From an optimization exercise on the open Yosys and OpenROAD flow, aimed at small area, a short achievable clock period and few clock cycles per item; shortcuts taken in it are not production practice. The RTL was checked by simulation tests, not by an equivalence proof against the original design. Power figures rest on the tool's default switching activity, not on a simulated workload.

--- flow/config.mk ---
export PLATFORM = sky130hd
export DESIGN_NAME = el2_exu_div_ctl
export DESIGN_NICKNAME = el2_exu_div_ctl
export VERILOG_FILES = /design/flow/design.v
export SDC_FILE = /design/flow/constraint.sdc
export NUM_CORES = 8
export LEC_CHECK = 0
export CAP_MARGIN = 40
export CORE_MARGIN = 2
export CORE_UTILIZATION = 40
export SETUP_SLACK_MARGIN = 5
export SLEW_MARGIN = 40
export SYNTH_HIERARCHICAL = 1
export SYNTH_MINIMUM_KEEP_SIZE = 0
--- flow/constraint.sdc ---
create_clock -name core_clock -period 12.0 [get_ports {clk}]
set_input_delay 2.4000 -clock core_clock [delete_from_list [all_inputs] [get_ports {clk}]]
set_output_delay 2.4000 -clock core_clock [all_outputs]
set_load 0.01 [all_outputs]
--- flow/design.v ---
module el2_exu_div_ctl
  (
   input logic           clk,                        
   input logic           rst_l,                      
   input logic           dp_valid,                   
   input logic           dp_unsign,                  
   input logic           dp_rem,                     
   input logic  [31:0]   dividend,                   
   input logic  [31:0]   divisor,                    
   input logic           cancel,                     
   output logic          finish_dly,                 
   output logic [31:0]   out                         
  );
   logic        sv_ff;                  
   logic        it_ff;                  
   logic        fin_ff;                 
   logic [3:0]  cnt_ff;                 
   logic        busy, last;
   logic [31:0] r_ff;                   
   logic [31:0] q_ff;                   
   logic [32:0] b_ff;                   
   logic        rem_ff, neg_ff;         
   assign busy = sv_ff | it_ff;
   assign last = it_ff & (cnt_ff == 4'd0);
   wire  sa = ~dp_unsign & dividend[31];
   wire  sb = ~dp_unsign & divisor[31];
   wire  bz = (divisor == 32'b0);
   wire [31:0] abs_a, abs_b;
   div_cneg_in u_nega (.s(sa), .x(dividend), .y(abs_a));
   div_cneg_in u_negb (.s(sb), .x(divisor),  .y(abs_b));
   wire        q1, d1_co, q2, d2_co;
   wire [31:0] r1, d2;
   div_step34 u_s1 (.en(it_ff), .x({2'b0, r_ff}), .b({1'b0, b_ff}), .q(q1), .co(d1_co), .y(r1));
   div_step33 u_s2 (.en(it_ff), .x({1'b0, r1}), .b({1'b0, b_ff[32:1]}), .q(q2), .co(d2_co), .y(d2));
   wire [31:0] r2_n = busy ? r1 : abs_a;
   wire [31:0] r_next = q2 ? d2 : r2_n;
   wire early = ~d1_co;
   wire [5:0] clza, clzb;
   div_clz32 u_clza (.x(r_ff), .n(clza));
   div_clz32 u_clzb (.x(b_ff[31:0]), .n(clzb));
   wire [5:0]  sdiff = clzb - clza;                     
   wire        bzero = clzb[5];
   wire [3:0]  m     = (bzero | ~sv_ff) ? 4'hf : sdiff[4:1];
   wire [32:0] b_rot;
   div_rot33 u_rot (.b(b_ff), .m(m), .y(b_rot));
   always_ff @(posedge clk or negedge rst_l) begin
      if (!rst_l) begin
         sv_ff  <= 1'b0;
         it_ff  <= 1'b0;
         fin_ff <= 1'b0;
      end
      else begin
         sv_ff  <= dp_valid & ~cancel;
         it_ff  <= ~cancel & ((sv_ff & ~early) | (it_ff & (cnt_ff != 4'd0)));
         fin_ff <= ~cancel & last;
      end
   end
   always_ff @(posedge clk) begin
      cnt_ff <= sv_ff ? m : cnt_ff - 4'd1;
      r_ff   <= r_next;
      q_ff   <= it_ff ? ((last & rem_ff) ? r_next : {q_ff[29:0], q1, q2}) :
                sv_ff ? 32'b0 : (abs_a & {32{dp_rem}});
      b_ff   <= busy ? b_rot : {1'b0, abs_b};
      if (!busy) begin
         rem_ff <= dp_rem;
         neg_ff <= dp_rem ? sa : (sa ^ sb) & ~bz;
      end
   end
   wire [31:0] ans;
   div_cneg_out u_nego (.s(neg_ff), .x(q_ff), .y(ans));
   assign out        = ans;
   assign finish_dly = ~cancel & (fin_ff | (sv_ff & early));
endmodule  
module div_cneg_in (input logic s, input logic [31:0] x, output logic [31:0] y);
   wire yy_po_l0_1 = x[1] | x[0];
   wire yy_po_l0_3 = x[3] | x[2];
   wire yy_po_l0_5 = x[5] | x[4];
   wire yy_po_l0_7 = x[7] | x[6];
   wire yy_po_l0_9 = x[9] | x[8];
   wire yy_po_l0_11 = x[11] | x[10];
   wire yy_po_l0_13 = x[13] | x[12];
   wire yy_po_l0_15 = x[15] | x[14];
   wire yy_po_l0_17 = x[17] | x[16];
   wire yy_po_l0_19 = x[19] | x[18];
   wire yy_po_l0_21 = x[21] | x[20];
   wire yy_po_l0_23 = x[23] | x[22];
   wire yy_po_l0_25 = x[25] | x[24];
   wire yy_po_l0_27 = x[27] | x[26];
   wire yy_po_l0_29 = x[29] | x[28];
   wire yy_po_l1_2 = x[2] | yy_po_l0_1;
   wire yy_po_l1_3 = yy_po_l0_3 | yy_po_l0_1;
   wire yy_po_l1_6 = x[6] | yy_po_l0_5;
   wire yy_po_l1_7 = yy_po_l0_7 | yy_po_l0_5;
   wire yy_po_l1_10 = x[10] | yy_po_l0_9;
   wire yy_po_l1_11 = yy_po_l0_11 | yy_po_l0_9;
   wire yy_po_l1_14 = x[14] | yy_po_l0_13;
   wire yy_po_l1_15 = yy_po_l0_15 | yy_po_l0_13;
   wire yy_po_l1_18 = x[18] | yy_po_l0_17;
   wire yy_po_l1_19 = yy_po_l0_19 | yy_po_l0_17;
   wire yy_po_l1_22 = x[22] | yy_po_l0_21;
   wire yy_po_l1_23 = yy_po_l0_23 | yy_po_l0_21;
   wire yy_po_l1_26 = x[26] | yy_po_l0_25;
   wire yy_po_l1_27 = yy_po_l0_27 | yy_po_l0_25;
   wire yy_po_l1_30 = x[30] | yy_po_l0_29;
   wire yy_po_l2_4 = x[4] | yy_po_l1_3;
   wire yy_po_l2_5 = yy_po_l0_5 | yy_po_l1_3;
   wire yy_po_l2_6 = yy_po_l1_6 | yy_po_l1_3;
   wire yy_po_l2_7 = yy_po_l1_7 | yy_po_l1_3;
   wire yy_po_l2_12 = x[12] | yy_po_l1_11;
   wire yy_po_l2_13 = yy_po_l0_13 | yy_po_l1_11;
   wire yy_po_l2_14 = yy_po_l1_14 | yy_po_l1_11;
   wire yy_po_l2_15 = yy_po_l1_15 | yy_po_l1_11;
   wire yy_po_l2_20 = x[20] | yy_po_l1_19;
   wire yy_po_l2_21 = yy_po_l0_21 | yy_po_l1_19;
   wire yy_po_l2_22 = yy_po_l1_22 | yy_po_l1_19;
   wire yy_po_l2_23 = yy_po_l1_23 | yy_po_l1_19;
   wire yy_po_l2_28 = x[28] | yy_po_l1_27;
   wire yy_po_l2_29 = yy_po_l0_29 | yy_po_l1_27;
   wire yy_po_l2_30 = yy_po_l1_30 | yy_po_l1_27;
   wire yy_po_l3_8 = x[8] | yy_po_l2_7;
   wire yy_po_l3_9 = yy_po_l0_9 | yy_po_l2_7;
   wire yy_po_l3_10 = yy_po_l1_10 | yy_po_l2_7;
   wire yy_po_l3_11 = yy_po_l1_11 | yy_po_l2_7;
   wire yy_po_l3_12 = yy_po_l2_12 | yy_po_l2_7;
   wire yy_po_l3_13 = yy_po_l2_13 | yy_po_l2_7;
   wire yy_po_l3_14 = yy_po_l2_14 | yy_po_l2_7;
   wire yy_po_l3_15 = yy_po_l2_15 | yy_po_l2_7;
   wire yy_po_l3_24 = x[24] | yy_po_l2_23;
   wire yy_po_l3_25 = yy_po_l0_25 | yy_po_l2_23;
   wire yy_po_l3_26 = yy_po_l1_26 | yy_po_l2_23;
   wire yy_po_l3_27 = yy_po_l1_27 | yy_po_l2_23;
   wire yy_po_l3_28 = yy_po_l2_28 | yy_po_l2_23;
   wire yy_po_l3_29 = yy_po_l2_29 | yy_po_l2_23;
   wire yy_po_l3_30 = yy_po_l2_30 | yy_po_l2_23;
   wire yy_po_l4_16 = x[16] | yy_po_l3_15;
   wire yy_po_l4_17 = yy_po_l0_17 | yy_po_l3_15;
   wire yy_po_l4_18 = yy_po_l1_18 | yy_po_l3_15;
   wire yy_po_l4_19 = yy_po_l1_19 | yy_po_l3_15;
   wire yy_po_l4_20 = yy_po_l2_20 | yy_po_l3_15;
   wire yy_po_l4_21 = yy_po_l2_21 | yy_po_l3_15;
   wire yy_po_l4_22 = yy_po_l2_22 | yy_po_l3_15;
   wire yy_po_l4_23 = yy_po_l2_23 | yy_po_l3_15;
   wire yy_po_l4_24 = yy_po_l3_24 | yy_po_l3_15;
   wire yy_po_l4_25 = yy_po_l3_25 | yy_po_l3_15;
   wire yy_po_l4_26 = yy_po_l3_26 | yy_po_l3_15;
   wire yy_po_l4_27 = yy_po_l3_27 | yy_po_l3_15;
   wire yy_po_l4_28 = yy_po_l3_28 | yy_po_l3_15;
   wire yy_po_l4_29 = yy_po_l3_29 | yy_po_l3_15;
   wire yy_po_l4_30 = yy_po_l3_30 | yy_po_l3_15;
   wire [30:0] yy_po;
   assign yy_po[0] = x[0];
   assign yy_po[1] = yy_po_l0_1;
   assign yy_po[2] = yy_po_l1_2;
   assign yy_po[3] = yy_po_l1_3;
   assign yy_po[4] = yy_po_l2_4;
   assign yy_po[5] = yy_po_l2_5;
   assign yy_po[6] = yy_po_l2_6;
   assign yy_po[7] = yy_po_l2_7;
   assign yy_po[8] = yy_po_l3_8;
   assign yy_po[9] = yy_po_l3_9;
   assign yy_po[10] = yy_po_l3_10;
   assign yy_po[11] = yy_po_l3_11;
   assign yy_po[12] = yy_po_l3_12;
   assign yy_po[13] = yy_po_l3_13;
   assign yy_po[14] = yy_po_l3_14;
   assign yy_po[15] = yy_po_l3_15;
   assign yy_po[16] = yy_po_l4_16;
   assign yy_po[17] = yy_po_l4_17;
   assign yy_po[18] = yy_po_l4_18;
   assign yy_po[19] = yy_po_l4_19;
   assign yy_po[20] = yy_po_l4_20;
   assign yy_po[21] = yy_po_l4_21;
   assign yy_po[22] = yy_po_l4_22;
   assign yy_po[23] = yy_po_l4_23;
   assign yy_po[24] = yy_po_l4_24;
   assign yy_po[25] = yy_po_l4_25;
   assign yy_po[26] = yy_po_l4_26;
   assign yy_po[27] = yy_po_l4_27;
   assign yy_po[28] = yy_po_l4_28;
   assign yy_po[29] = yy_po_l4_29;
   assign yy_po[30] = yy_po_l4_30;
   wire [31:0] yy;
   assign yy[0] = x[0];
   assign yy[31:1] = x[31:1] ^ ({31{s}} & yy_po);
   assign y = yy;
endmodule
module div_cneg_out (input logic s, input logic [31:0] x, output logic [31:0] y);
   wire yy_po_l0_1 = x[1] | x[0];
   wire yy_po_l0_3 = x[3] | x[2];
   wire yy_po_l0_5 = x[5] | x[4];
   wire yy_po_l0_7 = x[7] | x[6];
   wire yy_po_l0_9 = x[9] | x[8];
   wire yy_po_l0_11 = x[11] | x[10];
   wire yy_po_l0_13 = x[13] | x[12];
   wire yy_po_l0_15 = x[15] | x[14];
   wire yy_po_l0_17 = x[17] | x[16];
   wire yy_po_l0_19 = x[19] | x[18];
   wire yy_po_l0_21 = x[21] | x[20];
   wire yy_po_l0_23 = x[23] | x[22];
   wire yy_po_l0_25 = x[25] | x[24];
   wire yy_po_l0_27 = x[27] | x[26];
   wire yy_po_l0_29 = x[29] | x[28];
   wire yy_po_l1_2 = x[2] | yy_po_l0_1;
   wire yy_po_l1_3 = yy_po_l0_3 | yy_po_l0_1;
   wire yy_po_l1_6 = x[6] | yy_po_l0_5;
   wire yy_po_l1_7 = yy_po_l0_7 | yy_po_l0_5;
   wire yy_po_l1_10 = x[10] | yy_po_l0_9;
   wire yy_po_l1_11 = yy_po_l0_11 | yy_po_l0_9;
   wire yy_po_l1_14 = x[14] | yy_po_l0_13;
   wire yy_po_l1_15 = yy_po_l0_15 | yy_po_l0_13;
   wire yy_po_l1_18 = x[18] | yy_po_l0_17;
   wire yy_po_l1_19 = yy_po_l0_19 | yy_po_l0_17;
   wire yy_po_l1_22 = x[22] | yy_po_l0_21;
   wire yy_po_l1_23 = yy_po_l0_23 | yy_po_l0_21;
   wire yy_po_l1_26 = x[26] | yy_po_l0_25;
   wire yy_po_l1_27 = yy_po_l0_27 | yy_po_l0_25;
   wire yy_po_l1_30 = x[30] | yy_po_l0_29;
   wire yy_po_l2_4 = x[4] | yy_po_l1_3;
   wire yy_po_l2_5 = yy_po_l0_5 | yy_po_l1_3;
   wire yy_po_l2_6 = yy_po_l1_6 | yy_po_l1_3;
   wire yy_po_l2_7 = yy_po_l1_7 | yy_po_l1_3;
   wire yy_po_l2_12 = x[12] | yy_po_l1_11;
   wire yy_po_l2_13 = yy_po_l0_13 | yy_po_l1_11;
   wire yy_po_l2_14 = yy_po_l1_14 | yy_po_l1_11;
   wire yy_po_l2_15 = yy_po_l1_15 | yy_po_l1_11;
   wire yy_po_l2_20 = x[20] | yy_po_l1_19;
   wire yy_po_l2_21 = yy_po_l0_21 | yy_po_l1_19;
   wire yy_po_l2_22 = yy_po_l1_22 | yy_po_l1_19;
   wire yy_po_l2_23 = yy_po_l1_23 | yy_po_l1_19;
   wire yy_po_l2_28 = x[28] | yy_po_l1_27;
   wire yy_po_l2_29 = yy_po_l0_29 | yy_po_l1_27;
   wire yy_po_l2_30 = yy_po_l1_30 | yy_po_l1_27;
   wire yy_po_l3_8 = x[8] | yy_po_l2_7;
   wire yy_po_l3_9 = yy_po_l0_9 | yy_po_l2_7;
   wire yy_po_l3_10 = yy_po_l1_10 | yy_po_l2_7;
   wire yy_po_l3_11 = yy_po_l1_11 | yy_po_l2_7;
   wire yy_po_l3_12 = yy_po_l2_12 | yy_po_l2_7;
   wire yy_po_l3_13 = yy_po_l2_13 | yy_po_l2_7;
   wire yy_po_l3_14 = yy_po_l2_14 | yy_po_l2_7;
   wire yy_po_l3_15 = yy_po_l2_15 | yy_po_l2_7;
   wire yy_po_l3_24 = x[24] | yy_po_l2_23;
   wire yy_po_l3_25 = yy_po_l0_25 | yy_po_l2_23;
   wire yy_po_l3_26 = yy_po_l1_26 | yy_po_l2_23;
   wire yy_po_l3_27 = yy_po_l1_27 | yy_po_l2_23;
   wire yy_po_l3_28 = yy_po_l2_28 | yy_po_l2_23;
   wire yy_po_l3_29 = yy_po_l2_29 | yy_po_l2_23;
   wire yy_po_l3_30 = yy_po_l2_30 | yy_po_l2_23;
   wire yy_po_l4_16 = x[16] | yy_po_l3_15;
   wire yy_po_l4_17 = yy_po_l0_17 | yy_po_l3_15;
   wire yy_po_l4_18 = yy_po_l1_18 | yy_po_l3_15;
   wire yy_po_l4_19 = yy_po_l1_19 | yy_po_l3_15;
   wire yy_po_l4_20 = yy_po_l2_20 | yy_po_l3_15;
   wire yy_po_l4_21 = yy_po_l2_21 | yy_po_l3_15;
   wire yy_po_l4_22 = yy_po_l2_22 | yy_po_l3_15;
   wire yy_po_l4_23 = yy_po_l2_23 | yy_po_l3_15;
   wire yy_po_l4_24 = yy_po_l3_24 | yy_po_l3_15;
   wire yy_po_l4_25 = yy_po_l3_25 | yy_po_l3_15;
   wire yy_po_l4_26 = yy_po_l3_26 | yy_po_l3_15;
   wire yy_po_l4_27 = yy_po_l3_27 | yy_po_l3_15;
   wire yy_po_l4_28 = yy_po_l3_28 | yy_po_l3_15;
   wire yy_po_l4_29 = yy_po_l3_29 | yy_po_l3_15;
   wire yy_po_l4_30 = yy_po_l3_30 | yy_po_l3_15;
   wire [30:0] yy_po;
   assign yy_po[0] = x[0];
   assign yy_po[1] = yy_po_l0_1;
   assign yy_po[2] = yy_po_l1_2;
   assign yy_po[3] = yy_po_l1_3;
   assign yy_po[4] = yy_po_l2_4;
   assign yy_po[5] = yy_po_l2_5;
   assign yy_po[6] = yy_po_l2_6;
   assign yy_po[7] = yy_po_l2_7;
   assign yy_po[8] = yy_po_l3_8;
   assign yy_po[9] = yy_po_l3_9;
   assign yy_po[10] = yy_po_l3_10;
   assign yy_po[11] = yy_po_l3_11;
   assign yy_po[12] = yy_po_l3_12;
   assign yy_po[13] = yy_po_l3_13;
   assign yy_po[14] = yy_po_l3_14;
   assign yy_po[15] = yy_po_l3_15;
   assign yy_po[16] = yy_po_l4_16;
   assign yy_po[17] = yy_po_l4_17;
   assign yy_po[18] = yy_po_l4_18;
   assign yy_po[19] = yy_po_l4_19;
   assign yy_po[20] = yy_po_l4_20;
   assign yy_po[21] = yy_po_l4_21;
   assign yy_po[22] = yy_po_l4_22;
   assign yy_po[23] = yy_po_l4_23;
   assign yy_po[24] = yy_po_l4_24;
   assign yy_po[25] = yy_po_l4_25;
   assign yy_po[26] = yy_po_l4_26;
   assign yy_po[27] = yy_po_l4_27;
   assign yy_po[28] = yy_po_l4_28;
   assign yy_po[29] = yy_po_l4_29;
   assign yy_po[30] = yy_po_l4_30;
   wire [31:0] yy;
   assign yy[0] = x[0];
   assign yy[31:1] = x[31:1] ^ ({31{s}} & yy_po);
   assign y = yy;
endmodule
module div_step34 (input logic en, input logic [33:0] x, input logic [33:0] b, output logic q, output logic co, output logic [31:0] y);
   wire [33:0] d_p0 = x ^ ~b;
   wire [33:0] d_g0 = x & ~b;
   wire d_g1_1 = d_g0[1] | (d_p0[1] & (d_g0[0] | d_p0[0]));
   wire d_g1_3 = d_g0[3] | (d_p0[3] & d_g0[2]);
   wire d_p1_3 = d_p0[3] & d_p0[2];
   wire d_g1_5 = d_g0[5] | (d_p0[5] & d_g0[4]);
   wire d_p1_5 = d_p0[5] & d_p0[4];
   wire d_g1_7 = d_g0[7] | (d_p0[7] & d_g0[6]);
   wire d_p1_7 = d_p0[7] & d_p0[6];
   wire d_g1_9 = d_g0[9] | (d_p0[9] & d_g0[8]);
   wire d_p1_9 = d_p0[9] & d_p0[8];
   wire d_g1_11 = d_g0[11] | (d_p0[11] & d_g0[10]);
   wire d_p1_11 = d_p0[11] & d_p0[10];
   wire d_g1_13 = d_g0[13] | (d_p0[13] & d_g0[12]);
   wire d_p1_13 = d_p0[13] & d_p0[12];
   wire d_g1_15 = d_g0[15] | (d_p0[15] & d_g0[14]);
   wire d_p1_15 = d_p0[15] & d_p0[14];
   wire d_g1_17 = d_g0[17] | (d_p0[17] & d_g0[16]);
   wire d_p1_17 = d_p0[17] & d_p0[16];
   wire d_g1_19 = d_g0[19] | (d_p0[19] & d_g0[18]);
   wire d_p1_19 = d_p0[19] & d_p0[18];
   wire d_g1_21 = d_g0[21] | (d_p0[21] & d_g0[20]);
   wire d_p1_21 = d_p0[21] & d_p0[20];
   wire d_g1_23 = d_g0[23] | (d_p0[23] & d_g0[22]);
   wire d_p1_23 = d_p0[23] & d_p0[22];
   wire d_g1_25 = d_g0[25] | (d_p0[25] & d_g0[24]);
   wire d_p1_25 = d_p0[25] & d_p0[24];
   wire d_g1_27 = d_g0[27] | (d_p0[27] & d_g0[26]);
   wire d_p1_27 = d_p0[27] & d_p0[26];
   wire d_g1_29 = d_g0[29] | (d_p0[29] & d_g0[28]);
   wire d_p1_29 = d_p0[29] & d_p0[28];
   wire d_g1_31 = d_g0[31] | (d_p0[31] & d_g0[30]);
   wire d_p1_31 = d_p0[31] & d_p0[30];
   wire d_g1_33 = d_g0[33] | (d_p0[33] & d_g0[32]);
   wire d_p1_33 = d_p0[33] & d_p0[32];
   wire d_g2_3 = d_g1_3 | (d_p1_3 & d_g1_1);
   wire d_g2_7 = d_g1_7 | (d_p1_7 & d_g1_5);
   wire d_p2_7 = d_p1_7 & d_p1_5;
   wire d_g2_11 = d_g1_11 | (d_p1_11 & d_g1_9);
   wire d_p2_11 = d_p1_11 & d_p1_9;
   wire d_g2_15 = d_g1_15 | (d_p1_15 & d_g1_13);
   wire d_p2_15 = d_p1_15 & d_p1_13;
   wire d_g2_19 = d_g1_19 | (d_p1_19 & d_g1_17);
   wire d_p2_19 = d_p1_19 & d_p1_17;
   wire d_g2_23 = d_g1_23 | (d_p1_23 & d_g1_21);
   wire d_p2_23 = d_p1_23 & d_p1_21;
   wire d_g2_27 = d_g1_27 | (d_p1_27 & d_g1_25);
   wire d_p2_27 = d_p1_27 & d_p1_25;
   wire d_g2_31 = d_g1_31 | (d_p1_31 & d_g1_29);
   wire d_p2_31 = d_p1_31 & d_p1_29;
   wire d_g3_7 = d_g2_7 | (d_p2_7 & d_g2_3);
   wire d_g3_15 = d_g2_15 | (d_p2_15 & d_g2_11);
   wire d_p3_15 = d_p2_15 & d_p2_11;
   wire d_g3_23 = d_g2_23 | (d_p2_23 & d_g2_19);
   wire d_p3_23 = d_p2_23 & d_p2_19;
   wire d_g3_31 = d_g2_31 | (d_p2_31 & d_g2_27);
   wire d_p3_31 = d_p2_31 & d_p2_27;
   wire d_g4_15 = d_g3_15 | (d_p3_15 & d_g3_7);
   wire d_g4_31 = d_g3_31 | (d_p3_31 & d_g3_23);
   wire d_p4_31 = d_p3_31 & d_p3_23;
   wire d_g5_31 = d_g4_31 | (d_p4_31 & d_g4_15);
   wire d_g7_23 = d_g3_23 | (d_p3_23 & d_g4_15);
   wire d_g8_11 = d_g2_11 | (d_p2_11 & d_g3_7);
   wire d_g8_19 = d_g2_19 | (d_p2_19 & d_g4_15);
   wire d_g8_27 = d_g2_27 | (d_p2_27 & d_g7_23);
   wire d_g9_5 = d_g1_5 | (d_p1_5 & d_g2_3);
   wire d_g9_9 = d_g1_9 | (d_p1_9 & d_g3_7);
   wire d_g9_13 = d_g1_13 | (d_p1_13 & d_g8_11);
   wire d_g9_17 = d_g1_17 | (d_p1_17 & d_g4_15);
   wire d_g9_21 = d_g1_21 | (d_p1_21 & d_g8_19);
   wire d_g9_25 = d_g1_25 | (d_p1_25 & d_g7_23);
   wire d_g9_29 = d_g1_29 | (d_p1_29 & d_g8_27);
   wire d_g9_33 = d_g1_33 | (d_p1_33 & d_g5_31);
   wire d_g10_2 = d_g0[2] | (d_p0[2] & d_g1_1);
   wire d_g10_4 = d_g0[4] | (d_p0[4] & d_g2_3);
   wire d_g10_6 = d_g0[6] | (d_p0[6] & d_g9_5);
   wire d_g10_8 = d_g0[8] | (d_p0[8] & d_g3_7);
   wire d_g10_10 = d_g0[10] | (d_p0[10] & d_g9_9);
   wire d_g10_12 = d_g0[12] | (d_p0[12] & d_g8_11);
   wire d_g10_14 = d_g0[14] | (d_p0[14] & d_g9_13);
   wire d_g10_16 = d_g0[16] | (d_p0[16] & d_g4_15);
   wire d_g10_18 = d_g0[18] | (d_p0[18] & d_g9_17);
   wire d_g10_20 = d_g0[20] | (d_p0[20] & d_g8_19);
   wire d_g10_22 = d_g0[22] | (d_p0[22] & d_g9_21);
   wire d_g10_24 = d_g0[24] | (d_p0[24] & d_g7_23);
   wire d_g10_26 = d_g0[26] | (d_p0[26] & d_g9_25);
   wire d_g10_28 = d_g0[28] | (d_p0[28] & d_g8_27);
   wire d_g10_30 = d_g0[30] | (d_p0[30] & d_g9_29);
   wire d_g10_32 = d_g0[32] | (d_p0[32] & d_g5_31);
   wire [33:0] d_c = {d_g9_33, d_g10_32, d_g5_31, d_g10_30, d_g9_29, d_g10_28, d_g8_27, d_g10_26, d_g9_25, d_g10_24, d_g7_23, d_g10_22, d_g9_21, d_g10_20, d_g8_19, d_g10_18, d_g9_17, d_g10_16, d_g4_15, d_g10_14, d_g9_13, d_g10_12, d_g8_11, d_g10_10, d_g9_9, d_g10_8, d_g3_7, d_g10_6, d_g9_5, d_g10_4, d_g2_3, d_g10_2, d_g1_1, (d_g0[0] | d_p0[0])};
   wire [33:0] d = d_p0 ^ {d_c[32:0], 1'b1};
   wire d_co = d_c[33];
   assign co = d_co;
   assign q  = en & d_co;
   assign y  = q ? d[31:0] : x[31:0];
endmodule
module div_step33 (input logic en, input logic [32:0] x, input logic [32:0] b, output logic q, output logic co, output logic [31:0] y);
   wire [32:0] d_p0 = x ^ ~b;
   wire [32:0] d_g0 = x & ~b;
   wire d_g1_1 = d_g0[1] | (d_p0[1] & (d_g0[0] | d_p0[0]));
   wire d_g1_3 = d_g0[3] | (d_p0[3] & d_g0[2]);
   wire d_p1_3 = d_p0[3] & d_p0[2];
   wire d_g1_5 = d_g0[5] | (d_p0[5] & d_g0[4]);
   wire d_p1_5 = d_p0[5] & d_p0[4];
   wire d_g1_7 = d_g0[7] | (d_p0[7] & d_g0[6]);
   wire d_p1_7 = d_p0[7] & d_p0[6];
   wire d_g1_9 = d_g0[9] | (d_p0[9] & d_g0[8]);
   wire d_p1_9 = d_p0[9] & d_p0[8];
   wire d_g1_11 = d_g0[11] | (d_p0[11] & d_g0[10]);
   wire d_p1_11 = d_p0[11] & d_p0[10];
   wire d_g1_13 = d_g0[13] | (d_p0[13] & d_g0[12]);
   wire d_p1_13 = d_p0[13] & d_p0[12];
   wire d_g1_15 = d_g0[15] | (d_p0[15] & d_g0[14]);
   wire d_p1_15 = d_p0[15] & d_p0[14];
   wire d_g1_17 = d_g0[17] | (d_p0[17] & d_g0[16]);
   wire d_p1_17 = d_p0[17] & d_p0[16];
   wire d_g1_19 = d_g0[19] | (d_p0[19] & d_g0[18]);
   wire d_p1_19 = d_p0[19] & d_p0[18];
   wire d_g1_21 = d_g0[21] | (d_p0[21] & d_g0[20]);
   wire d_p1_21 = d_p0[21] & d_p0[20];
   wire d_g1_23 = d_g0[23] | (d_p0[23] & d_g0[22]);
   wire d_p1_23 = d_p0[23] & d_p0[22];
   wire d_g1_25 = d_g0[25] | (d_p0[25] & d_g0[24]);
   wire d_p1_25 = d_p0[25] & d_p0[24];
   wire d_g1_27 = d_g0[27] | (d_p0[27] & d_g0[26]);
   wire d_p1_27 = d_p0[27] & d_p0[26];
   wire d_g1_29 = d_g0[29] | (d_p0[29] & d_g0[28]);
   wire d_p1_29 = d_p0[29] & d_p0[28];
   wire d_g1_31 = d_g0[31] | (d_p0[31] & d_g0[30]);
   wire d_p1_31 = d_p0[31] & d_p0[30];
   wire d_g2_3 = d_g1_3 | (d_p1_3 & d_g1_1);
   wire d_g2_7 = d_g1_7 | (d_p1_7 & d_g1_5);
   wire d_p2_7 = d_p1_7 & d_p1_5;
   wire d_g2_11 = d_g1_11 | (d_p1_11 & d_g1_9);
   wire d_p2_11 = d_p1_11 & d_p1_9;
   wire d_g2_15 = d_g1_15 | (d_p1_15 & d_g1_13);
   wire d_p2_15 = d_p1_15 & d_p1_13;
   wire d_g2_19 = d_g1_19 | (d_p1_19 & d_g1_17);
   wire d_p2_19 = d_p1_19 & d_p1_17;
   wire d_g2_23 = d_g1_23 | (d_p1_23 & d_g1_21);
   wire d_p2_23 = d_p1_23 & d_p1_21;
   wire d_g2_27 = d_g1_27 | (d_p1_27 & d_g1_25);
   wire d_p2_27 = d_p1_27 & d_p1_25;
   wire d_g2_31 = d_g1_31 | (d_p1_31 & d_g1_29);
   wire d_p2_31 = d_p1_31 & d_p1_29;
   wire d_g3_7 = d_g2_7 | (d_p2_7 & d_g2_3);
   wire d_g3_15 = d_g2_15 | (d_p2_15 & d_g2_11);
   wire d_p3_15 = d_p2_15 & d_p2_11;
   wire d_g3_23 = d_g2_23 | (d_p2_23 & d_g2_19);
   wire d_p3_23 = d_p2_23 & d_p2_19;
   wire d_g3_31 = d_g2_31 | (d_p2_31 & d_g2_27);
   wire d_p3_31 = d_p2_31 & d_p2_27;
   wire d_g4_15 = d_g3_15 | (d_p3_15 & d_g3_7);
   wire d_g4_31 = d_g3_31 | (d_p3_31 & d_g3_23);
   wire d_p4_31 = d_p3_31 & d_p3_23;
   wire d_g5_31 = d_g4_31 | (d_p4_31 & d_g4_15);
   wire d_g7_23 = d_g3_23 | (d_p3_23 & d_g4_15);
   wire d_g8_11 = d_g2_11 | (d_p2_11 & d_g3_7);
   wire d_g8_19 = d_g2_19 | (d_p2_19 & d_g4_15);
   wire d_g8_27 = d_g2_27 | (d_p2_27 & d_g7_23);
   wire d_g9_5 = d_g1_5 | (d_p1_5 & d_g2_3);
   wire d_g9_9 = d_g1_9 | (d_p1_9 & d_g3_7);
   wire d_g9_13 = d_g1_13 | (d_p1_13 & d_g8_11);
   wire d_g9_17 = d_g1_17 | (d_p1_17 & d_g4_15);
   wire d_g9_21 = d_g1_21 | (d_p1_21 & d_g8_19);
   wire d_g9_25 = d_g1_25 | (d_p1_25 & d_g7_23);
   wire d_g9_29 = d_g1_29 | (d_p1_29 & d_g8_27);
   wire d_g10_2 = d_g0[2] | (d_p0[2] & d_g1_1);
   wire d_g10_4 = d_g0[4] | (d_p0[4] & d_g2_3);
   wire d_g10_6 = d_g0[6] | (d_p0[6] & d_g9_5);
   wire d_g10_8 = d_g0[8] | (d_p0[8] & d_g3_7);
   wire d_g10_10 = d_g0[10] | (d_p0[10] & d_g9_9);
   wire d_g10_12 = d_g0[12] | (d_p0[12] & d_g8_11);
   wire d_g10_14 = d_g0[14] | (d_p0[14] & d_g9_13);
   wire d_g10_16 = d_g0[16] | (d_p0[16] & d_g4_15);
   wire d_g10_18 = d_g0[18] | (d_p0[18] & d_g9_17);
   wire d_g10_20 = d_g0[20] | (d_p0[20] & d_g8_19);
   wire d_g10_22 = d_g0[22] | (d_p0[22] & d_g9_21);
   wire d_g10_24 = d_g0[24] | (d_p0[24] & d_g7_23);
   wire d_g10_26 = d_g0[26] | (d_p0[26] & d_g9_25);
   wire d_g10_28 = d_g0[28] | (d_p0[28] & d_g8_27);
   wire d_g10_30 = d_g0[30] | (d_p0[30] & d_g9_29);
   wire d_g10_32 = d_g0[32] | (d_p0[32] & d_g5_31);
   wire [32:0] d_c = {d_g10_32, d_g5_31, d_g10_30, d_g9_29, d_g10_28, d_g8_27, d_g10_26, d_g9_25, d_g10_24, d_g7_23, d_g10_22, d_g9_21, d_g10_20, d_g8_19, d_g10_18, d_g9_17, d_g10_16, d_g4_15, d_g10_14, d_g9_13, d_g10_12, d_g8_11, d_g10_10, d_g9_9, d_g10_8, d_g3_7, d_g10_6, d_g9_5, d_g10_4, d_g2_3, d_g10_2, d_g1_1, (d_g0[0] | d_p0[0])};
   wire [32:0] d = d_p0 ^ {d_c[31:0], 1'b1};
   wire d_co = d_c[32];
   assign co = d_co;
   assign q  = en & d_co;
   assign y  = d[31:0];
endmodule
module div_clz32 (input logic [31:0] x, output logic [5:0] n);
   wire c_v0_0 = x[1] | x[0];
   wire c_z0_0 = ~x[1];
   wire c_v0_1 = x[3] | x[2];
   wire c_z0_1 = ~x[3];
   wire c_v0_2 = x[5] | x[4];
   wire c_z0_2 = ~x[5];
   wire c_v0_3 = x[7] | x[6];
   wire c_z0_3 = ~x[7];
   wire c_v0_4 = x[9] | x[8];
   wire c_z0_4 = ~x[9];
   wire c_v0_5 = x[11] | x[10];
   wire c_z0_5 = ~x[11];
   wire c_v0_6 = x[13] | x[12];
   wire c_z0_6 = ~x[13];
   wire c_v0_7 = x[15] | x[14];
   wire c_z0_7 = ~x[15];
   wire c_v0_8 = x[17] | x[16];
   wire c_z0_8 = ~x[17];
   wire c_v0_9 = x[19] | x[18];
   wire c_z0_9 = ~x[19];
   wire c_v0_10 = x[21] | x[20];
   wire c_z0_10 = ~x[21];
   wire c_v0_11 = x[23] | x[22];
   wire c_z0_11 = ~x[23];
   wire c_v0_12 = x[25] | x[24];
   wire c_z0_12 = ~x[25];
   wire c_v0_13 = x[27] | x[26];
   wire c_z0_13 = ~x[27];
   wire c_v0_14 = x[29] | x[28];
   wire c_z0_14 = ~x[29];
   wire c_v0_15 = x[31] | x[30];
   wire c_z0_15 = ~x[31];
   wire c_v1_0 = c_v0_1 | c_v0_0;
   wire c_z1_0_0 = c_v0_1 ? c_z0_1 : c_z0_0;
   wire c_v1_1 = c_v0_3 | c_v0_2;
   wire c_z1_1_0 = c_v0_3 ? c_z0_3 : c_z0_2;
   wire c_v1_2 = c_v0_5 | c_v0_4;
   wire c_z1_2_0 = c_v0_5 ? c_z0_5 : c_z0_4;
   wire c_v1_3 = c_v0_7 | c_v0_6;
   wire c_z1_3_0 = c_v0_7 ? c_z0_7 : c_z0_6;
   wire c_v1_4 = c_v0_9 | c_v0_8;
   wire c_z1_4_0 = c_v0_9 ? c_z0_9 : c_z0_8;
   wire c_v1_5 = c_v0_11 | c_v0_10;
   wire c_z1_5_0 = c_v0_11 ? c_z0_11 : c_z0_10;
   wire c_v1_6 = c_v0_13 | c_v0_12;
   wire c_z1_6_0 = c_v0_13 ? c_z0_13 : c_z0_12;
   wire c_v1_7 = c_v0_15 | c_v0_14;
   wire c_z1_7_0 = c_v0_15 ? c_z0_15 : c_z0_14;
   wire c_v2_0 = c_v1_1 | c_v1_0;
   wire c_z2_0_0 = c_v1_1 ? ~c_v0_3 : ~c_v0_1;
   wire c_z2_0_1 = c_v1_1 ? c_z1_1_0 : c_z1_0_0;
   wire c_v2_1 = c_v1_3 | c_v1_2;
   wire c_z2_1_0 = c_v1_3 ? ~c_v0_7 : ~c_v0_5;
   wire c_z2_1_1 = c_v1_3 ? c_z1_3_0 : c_z1_2_0;
   wire c_v2_2 = c_v1_5 | c_v1_4;
   wire c_z2_2_0 = c_v1_5 ? ~c_v0_11 : ~c_v0_9;
   wire c_z2_2_1 = c_v1_5 ? c_z1_5_0 : c_z1_4_0;
   wire c_v2_3 = c_v1_7 | c_v1_6;
   wire c_z2_3_0 = c_v1_7 ? ~c_v0_15 : ~c_v0_13;
   wire c_z2_3_1 = c_v1_7 ? c_z1_7_0 : c_z1_6_0;
   wire c_v3_0 = c_v2_1 | c_v2_0;
   wire c_z3_0_0 = c_v2_1 ? ~c_v1_3 : ~c_v1_1;
   wire c_z3_0_1 = c_v2_1 ? c_z2_1_0 : c_z2_0_0;
   wire c_z3_0_2 = c_v2_1 ? c_z2_1_1 : c_z2_0_1;
   wire c_v3_1 = c_v2_3 | c_v2_2;
   wire c_z3_1_0 = c_v2_3 ? ~c_v1_7 : ~c_v1_5;
   wire c_z3_1_1 = c_v2_3 ? c_z2_3_0 : c_z2_2_0;
   wire c_z3_1_2 = c_v2_3 ? c_z2_3_1 : c_z2_2_1;
   wire c_v4_0 = c_v3_1 | c_v3_0;
   wire c_z4_0_0 = c_v3_1 ? ~c_v2_3 : ~c_v2_1;
   wire c_z4_0_1 = c_v3_1 ? c_z3_1_0 : c_z3_0_0;
   wire c_z4_0_2 = c_v3_1 ? c_z3_1_1 : c_z3_0_1;
   wire c_z4_0_3 = c_v3_1 ? c_z3_1_2 : c_z3_0_2;
   wire [5:0] c = {~c_v4_0, c_v4_0 & ~c_v3_1, c_v4_0 & c_z4_0_0, c_v4_0 & c_z4_0_1, c_v4_0 & c_z4_0_2, c_v4_0 & c_z4_0_3};
   assign n = c;
endmodule
module div_rot33 (input logic [32:0] b, input logic [3:0] m, output logic [32:0] y);
   wire [32:0] b_r1  = {b[31:0], b[32]};
   wire [32:0] b_r2  = m[0] ? {b_r1[30:0], b_r1[32:31]} : b_r1;
   wire [32:0] b_r4  = m[1] ? {b_r2[28:0], b_r2[32:29]} : b_r2;
   wire [32:0] b_r8  = m[2] ? {b_r4[24:0], b_r4[32:25]} : b_r4;
   assign y          = m[3] ? {b_r8[16:0], b_r8[32:17]} : b_r8;
endmodule
--- flow/flow/run.sh ---
#!/bin/bash
# The standard layout (standard.sh), with these changes in how the layout is made:
#  - every input and output port still gets its own buffer, but a plain buf_1
#    (OpenROAD's buffer_ports -buffer_cell) instead of the default delay buffer;
#    the resizer upsizes it where timing needs;
#  - any further ORFS variables listed in flow/extra_vars (one NAME=value per line).
# make's output goes to flow.log; ORFS keeps each step's own log under orfs/logs.
set -euo pipefail
MARGIN=${MARGIN:-6.8}
PORTBUF=${PORTBUF:-sky130_fd_sc_hd__buf_1}
EXTRA="'BUFFER_PORTS_ARGS=-buffer_cell ${PORTBUF}'"
if [[ -f flow/extra_vars ]]; then
  while read -r line; do
    [[ -z "$line" || "$line" == \#* ]] && continue
    EXTRA="$EXTRA '$line'"
  done < flow/extra_vars
fi
sed -E -e "s/SETUP_SLACK_MARGIN=[^ ]+/SETUP_SLACK_MARGIN=${MARGIN}/" \
       -e "s|CLKGATE_MAP_FILE= |CLKGATE_MAP_FILE= ${EXTRA} |" \
       standard.sh > standard_mod.sh
grep -q "BUFFER_PORTS_ARGS" standard_mod.sh
bash standard_mod.sh > flow.log 2>&1
--- flow/flow/extra_vars ---
SKIP_INCREMENTAL_REPAIR=1
SKIP_LAST_GASP=1
--- flow/standard.sh ---
#!/bin/bash
# synth_recipe.tcl (not shown) runs the flow's synth.tcl, then flattens the netlist and writes it again
# the make line also repeats each setting of config.mk as NAME=value (left out here)
make -C /OpenROAD-flow-scripts/flow DESIGN_CONFIG=/design/flow/config.mk WORK_HOME=/design/flow/orfs CLKGATE_MAP_FILE= SYNTH_SCRIPT=/design/flow/synth_recipe.tcl "${@:-finish}"
==> impl_metrics.env, run 1 <==
export IMPL_outcome="finished clean"
export IMPL_initial_core_util=0.405
export IMPL_die_x_um=180
export IMPL_layout_nets=1513
export IMPL_htreeDepth=3
export IMPL_dr_pass1_iters=5
export IMPL_setup_viol_count_final=0
export IMPL_hold_violations=0
export IMPL_grt_overflow_total=0
export IMPL_p_sw_frac=0.489
export IMPL_cts_max_path_buffers=2
export IMPL_final_period_utilization=0.436
export IMPL_drc=0
export IMPL_p_per_area_nw_per_um2=292
export IMPL_die_area_um2=32300
export IMPL_grt_pass1_wl_um=56200
export IMPL_netlist_area_um2=12400
export IMPL_tightest_slew_ns=0.834
export IMPL_cp_cell_sequence="inv_1 > ha_1 > a21o_1 > a21o_1 > a21o_1 > o41ai_4 > buf_12 > mux2i_1 > inv_1 > ha_1 > fa_1 > nand2b_1 > a21oi_2 > o2111ai_2 > o211a_4 > o21ai_4 > a21boi_1 > fa_1 > xnor2_1 > nand2_1 > o21ai_2 > a221o_1"
export IMPL_grt_pass1_vias=10000
export IMPL_vias=10100
export IMPL_gp_congestion=0.885
export IMPL_clockPowerShare=0.078
export IMPL_cp_end_kind="flip-flop"
export IMPL_min_path_type="reg2reg"
export IMPL_seqPwrFrac=0.209
export IMPL_fill_cells=2920
export IMPL_worstPathMaxFanout=10
export IMPL_dpl_cell_area_um2=13000
export IMPL_grt_start_max_net_pins=65
export IMPL_cp_start_kind="flip-flop"
export IMPL_clock_latency_ns=0.37
export IMPL_cts_hold_buf=0
export IMPL_synth_warning_count=7
export IMPL_diodes=0
export IMPL_pwr_share_comb=0.713
export IMPL_tns_ns=0
export IMPL_antenna_found_initial=0
export IMPL_slew_violations=0
export IMPL_syn_to_final_growth_pct=9.60
export IMPL_post_cts_setup_buffers=10
export IMPL_die_height_um=180
export IMPL_io_buffer_count=102
export IMPL_core_area_um2=30500
export IMPL_cts_tree="yes"
export IMPL_cts_buffers_inserted=9
export IMPL_cts_root_buf="clkbuf_16"
export IMPL_drt_iter0_markers=811
export IMPL_drive_gt1_frac=0.231
export IMPL_fin_area_um2=13500
export IMPL_p_leak_uw=0.00558
export IMPL_p_sw_uw=1930
export IMPL_max_slew_margin=0.444
export IMPL_cp_common_cell="a21o_1"
export IMPL_routed_wl_um=35100
export IMPL_drv_cap=0
export IMPL_ant_nets=0
export IMPL_critPathKind="reg2reg"
export IMPL_skew_ns=0.0120
export IMPL_wire_per_inst_um=20.1
export IMPL_arrival_ns=5.49
export IMPL_clk_pin_slew_worst_paths_ns=0.08
export IMPL_syn_inst=1264
export IMPL_vias_per_cell=5.82
export IMPL_cts_sinks=106
export IMPL_crit_slowest_cell="dfxtp_2"
export IMPL_peakVddDrop_mv=0.107
export IMPL_syn_avg_cell_area_um2=9.78
export IMPL_ioPinCount=103
export IMPL_fmax_ghz=0.191
export IMPL_cts_resized=62
export IMPL_min_period_ns=5.23
export IMPL_critPathRequiredTime_ns=12.26
export IMPL_p_int_uw=2020
export IMPL_grt_usage=0.218
export IMPL_hpwlAfterDp_um=27200
export IMPL_std_cell_rows=64
export IMPL_critPathMaxStageDelay_ns=0.50
-- through the flow --
stage          cells  hold slack (ns)  total power (µW)  utilization  setup slack, ns
2_1_floorplan   1268            0.442              2860            -             6.99
5_1_grt         1742            0.512              4290        0.444             6.45
3_3_place_gp    1709            0.476              3470        0.422             5.51
6_report        1742            0.485              3950        0.444             6.77
3_5_place_dp    1714            0.464              3530        0.425             5.41
4_1_cts         1742            0.488              3940        0.444             6.80
-- area by class of cell --
type                            instances  area (µm²)  share of cell area
Multi-Input combinational cell        981        9440               0.697
Sequential cell                       106        2220               0.164
Timing Repair Buffer                  125         651              0.0480
Tap cell                              396         495              0.0366
Inverter                              118         443              0.0327
Clock buffer                           10         239              0.0176
Clock inverter                          6        56.3             0.00416
-- sequential cells by signal, summed over array words and instances (netlist names) --
name and cells:
neg_ff 1, fin_ff 1, b_ff 33, it_ff 1, rem_ff 1, cnt_ff 4
q_ff 32, sv_ff 1, r_ff 32
-- per-layer routing --
metal	global-route usage	vias up	wire length, µm
met5	0	-	0
met4	0.0637	0	916
met3	0.0377	62	2020
met2	0.391	282	17800
met1	0.267	4955	14300
li1	-	4845	-
-- worst max-delay path, delay by kind of cell, from the launching register on --
family	cells	cell delay, ns
flip-flops	1	0.50
AND/OR/NAND/NOR	2	0.29
buffers and inverters	3	0.31
AO/OA/AOI/OAI	11	2.33
multiplexers	1	0.22
adder cells (fa/ha/maj)	4	1.31
XOR/XNOR	1	0.17
-- path summary, 6_finish.rpt --
path                       startpoint  cells after the start   endpoint  slack (ns)
min                         cnt_ff[0]                      1  cnt_ff[0]        0.48
max reg2reg                  b_ff[29]                     22   q_ff[29]        6.77
max in group asynchronous       rst_l                      1      sv_ff       10.02
max                          b_ff[29]                     22   q_ff[29]        6.77
min reg2reg                 cnt_ff[0]                      1  cnt_ff[0]        0.48
min in group asynchronous       rst_l                      1      it_ff        1.82
-- layout by cell type, fill, tap and decap left out, types with 8 or more instances in the layout --
master,n
nand4_1,10
a31oi_1,8
nand2_1,86
nor2_1,40
xnor2_1,110
a21oi_2,8
mux2_4,21
mux4_2,59
xor2_1,20
clkbuf_16,9
inv_1,118
nand2b_1,10
ha_1,69
and3_1,35
mux2_2,35
o41ai_2,12
a21o_1,14
nor3_1,11
nor2b_1,12
buf_1,100
or4_4,10
a21oi_1,43
o31ai_1,29
o21ai_0,48
buf_4,15
dfxtp_1,71
o21ai_2,35
dfxtp_4,9
fa_1,32
nor4_1,25
a221o_1,32
dfxtp_2,21
nand3_1,8
mux2i_1,40
-- power groups by stage --
| stage | Clock [µW] | Combinational [µW] | Sequential [µW] |
|---|---|---|---|
| after global placement | 0 | 2650 | 827 |
| after global routing | 325 | 3120 | 848 |
| final | 308 | 2810 | 827 |
| after detailed placement | 0 | 2710 | 823 |
| after floorplan | 0 | 2190 | 665 |
| after CTS | 313 | 2810 | 820 |
Testbench counts, summed over its fixed seeds: cycles 18,134, items 3,200.
==> inputs of run 2 (changes only) <==
==> flow/flow/extra_vars (replaced) <==
SKIP_LAST_GASP=1
==> run 2 against run 1 <==
Compared with the run above:
- first-iteration DRC count increased by 7.8%
- largest cell class unchanged
- still clean on timing, DRC and antenna
- critical endpoint is now finish_dly
- critical path type is now reg2out
- clock skew barely moved
- non-clock buffer count rose by 26
==> impl_metrics.env, run 2 <==
export IMPL_outcome="finished clean"
export IMPL_die_height_um=180
export IMPL_grt_pass1_wl_um=56200
export IMPL_std_cell_rows=64
export IMPL_p_sw_uw=2030
export IMPL_die_x_um=180
export IMPL_grt_start_max_net_pins=65
export IMPL_skew_ns=0.0117
export IMPL_cts_hold_buf=0
export IMPL_seqPwrFrac=0.196
export IMPL_fill_cells=2874
export IMPL_drv_cap=0
export IMPL_tightest_slew_ns=0.865
export IMPL_syn_avg_cell_area_um2=9.78
export IMPL_rsz0062_at_grt="true"
export IMPL_critPathRequiredTime_ns=9.60
export IMPL_gp_congestion=0.885
export IMPL_fmax_ghz=0.191
export IMPL_synth_warning_count=7
export IMPL_syn_inst=1264
export IMPL_final_cell_mix="113 x inv_1, 108 x xnor2_1, 100 x buf_1, 84 x nand2_1, 62 x dfxtp_1"
export IMPL_antenna_found_initial=0
export IMPL_clockPowerShare=0.073
export IMPL_ioPinCount=103
export IMPL_cts_tree="yes"
export IMPL_p_total_uw=4210
export IMPL_netlist_area_um2=12400
export IMPL_p_per_area_nw_per_um2=299
export IMPL_cts_buffers_inserted=9
export IMPL_max_slew_margin=0.422
export IMPL_holdWs_ns=0.482
export IMPL_vias_per_cell=5.85
export IMPL_p_sw_frac=0.483
export IMPL_drc=0
export IMPL_p_leak_uw=0.00573
export IMPL_cts_max_path_buffers=2
export IMPL_layout_nets=1539
export IMPL_setup_viol_count_final=0
export IMPL_grt_usage=0.218
export IMPL_layout_top_registers="b_ff: 33 flops, q_ff: 32 flops, r_ff: 32 flops"
export IMPL_vias=10300
export IMPL_critPathKind="reg2out"
export IMPL_ant_nets=0
export IMPL_slew_violations=0
export IMPL_grt_overflow_total=0
export IMPL_grt_pass1_vias=10000
export IMPL_clk_pin_slew_worst_paths_ns=0.08
export IMPL_dr_pass1_iters=5
export IMPL_largest_reg_flops=33
export IMPL_pwr_share_comb=0.731
export IMPL_htreeDepth=3
export IMPL_wire_per_inst_um=20.2
export IMPL_worstPathMaxFanout=3
export IMPL_clock_latency_ns=0.38
export IMPL_core_area_um2=30500
export IMPL_initial_core_util=0.405
export IMPL_final_common_cell="inv_1"
export IMPL_top_register="b_ff"
export IMPL_min_period_ns=5.24
export IMPL_cp_end_kind="output pin"
export IMPL_p_int_uw=2180
export IMPL_min_path_type="reg2reg"
export IMPL_peakVddDrop_mv=0.106
export IMPL_tns_ns=0
export IMPL_hold_violations=0
export IMPL_drt_iter0_markers=874
export IMPL_drive_gt1_frac=0.285
export IMPL_cp_start_kind="flip-flop"
export IMPL_die_area_um2=32300
export IMPL_cts_root_buf="clkbuf_16"
export IMPL_routed_wl_um=35700
export IMPL_setup_ws_ns=6.76
export IMPL_diodes=0
export IMPL_arrival_ns=2.84
export IMPL_io_buffer_count=102
export IMPL_hpwlAfterDp_um=27200
export IMPL_dp_slack_ns=5.41
export IMPL_syn_to_final_growth_pct=13.8
export IMPL_final_period_utilization=0.437
export IMPL_cts_sinks=106
## run 2: worst max-delay path: stages, from the launching register on
cell      delay [ns]
dfxtp_2         0.35
inv_2           0.06
ha_4            0.15
fa_2            0.36
nand2b_4        0.16
a21oi_4         0.13
o211ai_1        0.11
buf_4           0.16
a31oi_4         0.22
nor3_2          0.07
o21ai_2         0.28
inv_1           0.09
a21oi_2         0.12
nor2_1          0.05
buf_2           0.14
## run 2: worst paths after layout
kind	start	depth (start not counted)	slack (ns)	end
min in group asynchronous	rst_l	1	1.82	it_ff
setup reg to reg	r_ff[3]	23	6.81	q_ff[26]
setup / recovery	r_ff[0]	14	6.76	finish_dly
hold / removal	cnt_ff[0]	1	0.48	cnt_ff[0]
max in group asynchronous	rst_l	1	10.02	sv_ff
hold reg to reg	cnt_ff[0]	1	0.48	cnt_ff[0]
## run 2: timing repair
| item | CTS | global route |
|---|---|---|
| setup endpoints to repair | 76 | 61 |
| setup buffers | 10 | 26 |
| cloned | 2 | 0 |
| endpoints found under the hold margin | 0 | 0 |
| resized for setup | 62 | 87 |
| pin swaps | 8 | 19 |
## run 2: layout make-up
type / count / area [µm²] / share of cell area
sequential: 106 / 2270 / 0.161
clock inverter: 6 / 56.3 / 0.00400
clock buffer: 10 / 239 / 0.0170
multi-input combinational: 981 / 9700 / 0.690
tap: 396 / 495 / 0.0352
inverter: 118 / 445 / 0.0317
timing repair buffer: 151 / 856 / 0.0609
## run 2: power groups by stage
stage	Clock, µW	Combinational, µW	Sequential, µW
after global placement	0	2650	827
after CTS	313	2810	820
after detailed placement	0	2710	823
after global routing	325	3380	848
final	307	3080	827
after floorplan	0	2190	665
## run 2: layer usage
layer  track usage  up-vias  part of all wire
met5             0        -                 0
met4        0.0637        0             0.027
met3        0.0377       63             0.057
met2         0.391      301              0.51
met1         0.267     5085              0.41
li1              -     4887                 -
## run 2: per-stage QoR
stage / utilization / instance area (µm²) / std cells
3_5_place_dp: 0.425 / 13000 / 1714
6_report: 0.461 / 14100 / 1768
3_3_place_gp: 0.422 / 12900 / 1709
2_1_floorplan: - / 12400 / 1268
5_1_grt: 0.461 / 14100 / 1768
4_1_cts: 0.444 / 13500 / 1742
==> inputs of run 3 (changes only) <==
removed: flow/flow/extra_vars
==> run 3 against run 2 <==
Compared with the run above:
- design area unchanged
- count of clock-buffer cells in the layout stayed put
- highest routed layer unchanged
- fmax stayed put
- critical path depth is the same
- critical path type unchanged
- combinational power about the same
- non-clock buffer count did not move
- sequential share of layout area unchanged
- sequential cell count did not move
- cell count stayed put
- largest cell class unchanged
==> impl_metrics.env, run 3 <==
export IMPL_peakVddDrop_mv=0.106
export IMPL_seqPwrFrac=0.196
export IMPL_grt_pass1_vias=10000
export IMPL_vias=10300
export IMPL_layout_nets=1539
export IMPL_layout_top_registers="b_ff: 33 flops, q_ff: 32 flops, r_ff: 32 flops"
export IMPL_grt_overflow_total=0
export IMPL_die_x_um=180
export IMPL_p_sw_frac=0.483
export IMPL_cts_sinks=106
export IMPL_drv_cap=0
export IMPL_r2r_start="r_ff[3]"
export IMPL_r2r_end="q_ff[26]"
export IMPL_htreeDepth=3
export IMPL_dpl_cell_area_um2=13000
export IMPL_std_cell_rows=64
export IMPL_wire_per_inst_um=20.2
export IMPL_cp_start_kind="flip-flop"
export IMPL_p_leak_uw=0.00573
export IMPL_drc=0
export IMPL_syn_avg_cell_area_um2=9.78
export IMPL_grt_start_max_net_pins=65
export IMPL_die_height_um=180
export IMPL_final_cell_mix="113 x inv_1, 108 x xnor2_1, 100 x buf_1, 84 x nand2_1, 62 x dfxtp_1"
export IMPL_skew_ns=0.0117
export IMPL_critPathKind="reg2out"
export IMPL_antenna_found_initial=0
export IMPL_cts_max_path_buffers=2
export IMPL_outcome="finished clean"
export IMPL_rsz0062_at_grt="true"
export IMPL_setup_ws_ns=6.76
export IMPL_diodes=0
export IMPL_clk_pin_slew_worst_paths_ns=0.08
export IMPL_hpwlAfterDp_um=27200
export IMPL_max_slew_margin=0.422
export IMPL_dr_pass1_iters=5
export IMPL_routed_wl_um=35700
export IMPL_reg2reg_slack_ns=6.81
export IMPL_vias_per_cell=5.85
export IMPL_ioPinCount=103
export IMPL_core_area_um2=30500
export IMPL_p_sw_uw=2030
export IMPL_syn_to_final_growth_pct=13.8
export IMPL_fin_util=0.461
export IMPL_final_period_utilization=0.437
export IMPL_setup_viol_count_final=0
export IMPL_critPathRequiredTime_ns=9.60
export IMPL_clock_latency_ns=0.38
export IMPL_cts_tree="yes"
export IMPL_syn_inst=1264
export IMPL_hold_violations=0
export IMPL_worstPathMaxFanout=3
export IMPL_cts_root_buf="clkbuf_16"
export IMPL_clockPowerShare=0.073
export IMPL_holdPathEnd="cnt_ff[0]"
export IMPL_slew_violations=0
export IMPL_drive_gt1_frac=0.285
export IMPL_arrival_ns=2.84
export IMPL_die_area_um2=32300
export IMPL_holdWs_ns=0.482
export IMPL_min_path_type="reg2reg"
export IMPL_fin_area_um2=14100
export IMPL_initial_core_util=0.405
export IMPL_io_buffer_count=102
export IMPL_p_per_area_nw_per_um2=299
export IMPL_pwr_share_comb=0.731
export IMPL_gp_congestion=0.885
export IMPL_tns_ns=0
export IMPL_min_path_cells=1
export IMPL_worst_r2r_path_depth=23
export IMPL_netlist_area_um2=12400
export IMPL_cp_end_kind="output pin"
export IMPL_p_int_uw=2180
export IMPL_drt_iter0_markers=874
export IMPL_cts_buffers_inserted=9
export IMPL_final_common_cell="inv_1"
export IMPL_synth_warning_count=7
export IMPL_grt_pass1_wl_um=56200
export IMPL_tightest_slew_ns=0.865
export IMPL_fmax_ghz=0.191
export IMPL_top_register="b_ff"
export IMPL_grt_usage=0.218
export IMPL_min_delay_start="cnt_ff[0]"
export IMPL_min_period_ns=5.24
export IMPL_largest_reg_flops=33
export IMPL_ant_nets=0
export IMPL_dp_slack_ns=5.41
-- run 3: how the worst max path moves through the flow --
stage	slack, ns	endpoint	cells past startpoint	from
after floorplan	6.99	q_ff[27]	23	b_ff[27]
after global placement	5.51	q_ff[3]	21	b_ff[23]
after detailed placement	5.41	q_ff[12]	21	b_ff[23]
after CTS	6.80	finish_dly	3	cancel
after global routing	6.62	q_ff[27]	25	r_ff[0]
final	6.76	finish_dly	14	r_ff[0]
-- run 3: through the flow --
| stage | total power [µW] | instances |
|---|---|---|
| after floorplan | 2860 | 1268 |
| after global placement | 3470 | 1709 |
| after detailed placement | 3530 | 1714 |
| after CTS | 3940 | 1742 |
| after global routing | 4550 | 1768 |
| final | 4210 | 1768 |
-- run 3: repair_timing --
| item | CTS | global route |
|---|---|---|
| setup buffers | 10 | 26 |
| hold buffers | 0 | 0 |
| gates resized for setup | 62 | 87 |
| endpoints found under the setup margin | 76 | 61 |
| gates cloned | 2 | 0 |
| pin swaps | 8 | 19 |
-- run 3: final cells by class --
cell class / count / area [µm²]
clock buffers: 10 / 239
clock inverters: 6 / 56.3
fillers: 2874 / 16400
inverters: 118 / 445
multi-input cells: 981 / 9700
flip-flops and latches: 106 / 2270
well taps: 396 / 495
repair buffers: 151 / 856
-- run 3: power by group through the flow --
stage	logic [µW]	registers, µW	clock network, µW
2_1_floorplan	2190	665	0
3_3_place_gp	2650	827	0
3_5_place_dp	2710	823	0
4_1_cts	2810	820	313
5_1_grt	3380	848	325
6_report	3080	827	307
-- run 3: worst max-delay path, cell delays in order (launching register included) --
cell      delay, ns
dfxtp_2        0.35
inv_2          0.06
ha_4           0.15
fa_2           0.36
nand2b_4       0.16
a21oi_4        0.13
o211ai_1       0.11
buf_4          0.16
a31oi_4        0.22
nor3_2         0.07
o21ai_2        0.28
inv_1          0.09
a21oi_2        0.12
nor2_1         0.05
buf_2          0.14
-- run 3: metal layers --
metal,up-vias,track usage,routed length [µm]
li1,4887,-,-
met1,5085,0.267,14500
met2,301,0.391,18200
met3,63,0.0377,2040
met4,0,0.0637,979
met5,-,0,0
==> inputs of run 4 (changes only) <==
==> flow/flow/extra_vars (new file) <==
SKIP_INCREMENTAL_REPAIR=1
RECOVER_POWER=100
==> run 4 against run 3 <==
Compared with the run above:
- now fails the layout checks on capacitance limit, slew limit
- setup slack worse by 2.0 ns
- first-iteration DRC count is 10% lower
- critical path depth is 6 higher
- sequential power hardly changed
- clock power hardly changed
- cell count is 1.5% lower
- sequential share of layout area is 0.62 points higher
- via count is 1.8% lower
- register-to-register slack worse by 2.0 ns
- count of clock-buffer cells in the layout stayed put
- global-route usage stayed put
- critical path type is now reg2reg
- largest power group unchanged
==> impl_metrics.env, run 4 <==
export IMPL_tightest_slew_ns=1.87
export IMPL_grt_start_max_net_pins=65
export IMPL_final_common_cell="inv_1"
export IMPL_cp_end_kind="flip-flop"
export IMPL_io_buffer_count=102
export IMPL_drive_gt1_frac=0.189
export IMPL_core_area_um2=30500
export IMPL_clock_latency_ns=0.38
export IMPL_hold_violations=0
export IMPL_fill_cells=3002
export IMPL_std_cell_rows=64
export IMPL_syn_avg_cell_area_um2=9.78
export IMPL_grt_pass1_vias=10000
export IMPL_worstPathMaxFanout=45
export IMPL_drc=0
export IMPL_clk_pin_slew_worst_paths_ns=0.08
export IMPL_outcome="finished with violations"
export IMPL_p_int_uw=1990
export IMPL_slew_violations=151
export IMPL_layout_nets=1513
export IMPL_cts_root_buf="clkbuf_16"
export IMPL_p_sw_uw=1890
export IMPL_initial_core_util=0.405
export IMPL_post_cts_setup_buffers=10
export IMPL_top_register="b_ff"
export IMPL_die_area_um2=32300
export IMPL_syn_to_final_growth_pct=6.97
export IMPL_arrival_ns=7.47
export IMPL_cts_resized=62
export IMPL_setup_viol_count_final=0
export IMPL_gp_congestion=0.885
export IMPL_tns_ns=0
export IMPL_grt_pass1_wl_um=56200
export IMPL_cts_max_path_buffers=2
export IMPL_vias_per_cell=5.83
export IMPL_antenna_found_initial=0
export IMPL_p_leak_uw=0.00546
export IMPL_grt_usage=0.218
export IMPL_drt_iter0_markers=787
export IMPL_cts_tree="yes"
export IMPL_wire_per_inst_um=20.2
export IMPL_min_path_type="reg2reg"
export IMPL_cts_buffers_inserted=9
export IMPL_p_sw_frac=0.488
export IMPL_pwr_share_comb=0.708
export IMPL_setup_ws_ns=4.79
export IMPL_die_x_um=180
export IMPL_hpwlAfterDp_um=27200
export IMPL_seqPwrFrac=0.213
export IMPL_ant_nets=0
export IMPL_critPathKind="reg2reg"
export IMPL_ioPinCount=103
export IMPL_drv_cap=4
export IMPL_dp_slack_ns=5.41
export IMPL_skew_ns=0.0121
export IMPL_die_height_um=180
export IMPL_htreeDepth=3
export IMPL_dr_pass1_iters=6
export IMPL_vias=10100
export IMPL_so_faults="capacitance limit, slew limit"
export IMPL_p_per_area_nw_per_um2=293
export IMPL_critPathRequiredTime_ns=12.26
export IMPL_min_period_ns=7.21
export IMPL_netlist_area_um2=12400
export IMPL_cts_sinks=106
export IMPL_layout_top_registers="b_ff: 33 flops, q_ff: 32 flops, r_ff: 32 flops"
export IMPL_syn_inst=1264
export IMPL_final_cell_mix="118 x inv_1, 110 x xnor2_1, 100 x buf_1, 86 x nand2_1, 84 x o21ai_0"
export IMPL_cp_start_kind="flip-flop"
export IMPL_final_period_utilization=0.601
export IMPL_routed_wl_um=35300
export IMPL_diodes=0
export IMPL_max_slew_margin=-0.245
export IMPL_peakVddDrop_mv=0.102
export IMPL_largest_reg_flops=33
export IMPL_synth_warning_count=7
export IMPL_cts_hold_buf=0
export IMPL_grt_overflow_total=0
export IMPL_clockPowerShare=0.079
export IMPL_fmax_ghz=0.139
## run 4: final cells by class
class	instances	area, µm²	share of cell area
multi-input combinational	981	9160	0.693
tap	396	495	0.0375
inverter	118	443	0.0335
clock buffer	10	239	0.0181
sequential	106	2220	0.168
clock inverter	6	56.3	0.00426
timing repair buffer	125	608	0.0460
## run 4: final timing paths
path,from,slack [ns],end,depth (start not counted)
worst max-delay path,b_ff[24],4.79,q_ff[12],20
worst min-delay path,cnt_ff[0],0.49,cnt_ff[0],1
worst max register to register,b_ff[24],4.79,q_ff[12],20
worst min register to register,cnt_ff[0],0.49,cnt_ff[0],1
max in group asynchronous,rst_l,10.02,sv_ff,1
min in group asynchronous,rst_l,1.82,it_ff,1
## run 4: layer usage
metal | global-route usage | part of all wire
met1 | 0.267 | 0.41
met2 | 0.391 | 0.50
met3 | 0.0377 | 0.056
met4 | 0.0637 | 0.027
met5 | 0 | 0
## run 4: through the flow
stage / cell area (µm²) / util / cells / hold slack, ns / total power, µW
after floorplan: 12400 / - / 1268 / 0.442 / 2860
after global placement: 12900 / 0.422 / 1709 / 0.476 / 3470
after detailed placement: 13000 / 0.425 / 1714 / 0.464 / 3530
after CTS: 13500 / 0.444 / 1742 / 0.488 / 3940
after global routing: 13200 / 0.433 / 1742 / 0.520 / 4220
final: 13200 / 0.433 / 1742 / 0.490 / 3880
## run 4: power groups by stage
stage	clock network, µW	logic (µW)	registers (µW)
6_report	308	2750	824
5_1_grt	325	3050	845
4_1_cts	313	2810	820
3_5_place_dp	0	2710	823
3_3_place_gp	0	2650	827
2_1_floorplan	0	2190	665
## run 4: worst max-delay path, stage by stage, from the launching register on
cell and delay (ns):
dfxtp_1 0.68, inv_1 0.10, ha_1 0.31, and2_0 0.17
nor2b_1 0.18, nor2_1 0.11, nor3_1 0.08, o41ai_1 0.51
clkdlybuf4s25_1 0.54, buf_4 0.22, mux2_2 0.38, ha_1 0.37
o211ai_2 0.10, a21oi_1 0.18, o2111ai_1 0.24, o211a_4 0.34
o211ai_1 0.28, and3_2 0.26, clkbuf_1 1.25, o21ai_0 0.40
a221o_1 0.38

-- what the ideal ports hide --
Ports are ideal in the flow. The routed layouts listed here were re-timed in OpenROAD.
Step 1 assumes that a clkbuf_16 drives the clock port and a buf_2 every other input.
Step 2 also shifts input and output timing later by t, the mid clock arrival at the registers, as if the neighbouring blocks saw the same clock.
a / b / c = ideal ports / drivers / drivers and shift; a / b = the first two.
run	t (ns)	setup slack, ns	worst slew at a driven data input, ns
run 1	0.418	6.774 / 6.740 / 6.770	0.05
run 2	0.418	6.761 / 6.712 / 6.777	0.05
run 3	0.418	6.761 / 6.712 / 6.777	0.05
run 4	0.419	4.787 / 4.787 / 4.787	0.05
For run 1, which loses most, drivers alone change the setup slack by -0.034 ns; drivers and shift together by -0.004 ns.
